Background: an optimization exercise with open tools, aiming at small area and a short achievable clock period. Do not read the settings as production practice. In this exercise RTL edits were held to simulation tests only and were not proved equivalent to the original. No activity file was given, so power comes from the tool's default toggle rates.

before:
Design processor_arm, start of the top module:
module processor_arm #(parameter N = 64)
	(input  logic CLOCK_50, reset,
	 output logic [N-1:0] IM_addr,
	 input  logic [31:0] IM_readData,
	 output logic [N-1:0] DM_writeData, DM_addr,
	 output logic DM_writeEnable, DM_readEnable,
	 input  logic [N-1:0] DM_readData);
	logic clk;
	assign clk = CLOCK_50;
	logic [63:2] pc;
	logic [31:0] ins;
	logic [10:0] op;
	assign ins = IM_readData;
	assign op  = ins[31:21];
	logic [63:2] pc_o, pc_next;
	assign IM_addr = {pc_o, 2'b00};
	logic [4:0] ra1, ra2;
	assign ra1 = ins[9:5];
	assign ra2 = ins[28] ? ins[4:0] : ins[20:16];
	logic dADD, dSUB, dAND, dORR, dLD, dST, dCBZ;
	assign dADD = (op == 11'b10001011000);
	assign dSUB = (op == 11'b11001011000);
	assign dAND = (op == 11'b10001010000);
	assign dORR = (op == 11'b10101010000);
	assign dLD  = (op == 11'b11111000010);
	assign dST  = (op == 11'b11111000000);
	assign dCBZ = (op[10:3] == 8'b10110100);
	logic [63:2] f_pc;
	logic [31:0] f_s1;
	logic [30:0] f_s2;
	logic [4:0]  f_rd;
	logic [18:0] f_off;
	logic        f_sub, f_and, f_orr, f_immD;
	logic        f_ld, f_st, f_cbz, f_rw;
	always_ff @(posedge clk) begin
		f_pc  <= pc;
		for (int i = 0; i < 31; i++) begin
			f_s1[i] <= ~dCBZ & (ra1 == i[4:0]);
			f_s2[i] <= (ra2 == i[4:0]);
		end
		f_s1[31] <= dCBZ;
		f_rd  <= ins[4:0];
		f_off <= ins[23:5];
		f_sub <= dSUB;
		f_and <= dAND;
  ...
Size: roughly 110000 sq um of cells after synthesis.
==> flow/config.mk <==
export PLATFORM = sky130hd
export DESIGN_NAME = processor_arm
export DESIGN_NICKNAME = processor_arm
export VERILOG_FILES = /design/flow/design.v
export SDC_FILE = /design/flow/constraint.sdc
export NUM_CORES = 4
export LEC_CHECK = 0
export CAP_MARGIN = 20
export CORE_MARGIN = 2
export CORE_UTILIZATION = 50
export CTS_CLUSTER_DIAMETER = 150
export CTS_CLUSTER_SIZE = 25
export SETUP_SLACK_MARGIN = 4.3
export SLEW_MARGIN = 20
export SYNTH_HIERARCHICAL = 1
==> flow/constraint.sdc <==
create_clock -name core_clock -period 7.0 [get_ports {CLOCK_50}]
set_input_delay 1.4000 -clock core_clock [delete_from_list [all_inputs] [get_ports {CLOCK_50}]]
set_output_delay 1.4000 -clock core_clock [all_outputs]
set_load 0.01 [all_outputs]
standard.sh (not shown) runs the stock make flow with config.mk's settings and CLKGATE_MAP_FILE= SYNTH_SCRIPT=/design/flow/synth_recipe.tcl, a recipe that flattens the netlist after the stock synthesis.
==> flow/flow/run.sh <==
#!/bin/bash
# Layout flow: the standard ORFS flow (standard synthesis unchanged), with
# the I/O port buffers made with buf_4 instead of the default pick and with
# cell sizing not restricted to the same footprint. Each tool's output goes
# to its own log file in this folder (ORFS keeps per-step logs in orfs/logs).
set -euo pipefail
export BUFFER_PORTS_ARGS="-buffer_cell sky130_fd_sc_hd__buf_4"
bash standard.sh synth > synth.log 2>&1
bash standard.sh MATCH_CELL_FOOTPRINT=0 finish > layout.log 2>&1
> inputs changed (before -> after)
- SETUP_SLACK_MARGIN changed from 4.3 to 4.2
- SLEW_MARGIN changed from 20 to 40
- CTS_CLUSTER_SIZE changed from 25 to 20
- CTS_CLUSTER_DIAMETER changed from 150 to 100
==> run notes <==
- after completed every stage of the flow, and the final layout passed the timing, DRC and antenna checks.
- Relative to before, the register-to-register slack of after is lower by 0.06 ns.
- after and before ended up with roughly the same count of input and output buffers.
- Setup skew after layout, before and after, lower one = after.
- In terms of net total in the final layout, after and before differ only marginally.
- The estimated power of after ends up higher than the estimate for before.
- The final cell count of before and that of after are within noise of each other.
- Reported leakage power across before and after: no real change.
- Insertion delay to the later sink of the worst-skew pair of after is on par with before.
- Going from before to after, the count of TritonRoute iterations in the first routing pass was found to have gone down by 2.
- after vs. before: slack of the critical path dropped 0.058 ns; switching part of the total dropped 0.35 points.

==> afterwards: timing with drivers on the ports <==
No port has a modelled driver above. Below, the same layouts with a new extraction and two added sets of constraints.
Step 1, drivers: a clkbuf_16 drives CLOCK_50 and a buf_2 each remaining input, both assumed.
Step 2 adds t to the input delays and takes it off the output delays; t is the mean of the earliest and latest rising clock arrival at the registers after step 1. Input paths then give back, and output paths get back, about the clock's delay inside the block.
Slacks: ideal ports / drivers / drivers and shift; pairs: ideal ports / drivers.
run	t (ns)	slack for setup (ns)	slew at the worst register clock pin (ns)
before	0.941	3.995 / 3.925 / 3.995	0.12 / 0.12
after	0.951	3.937 / 3.931 / 3.937	0.10 / 0.10
After both steps every run listed still meets setup and hold.
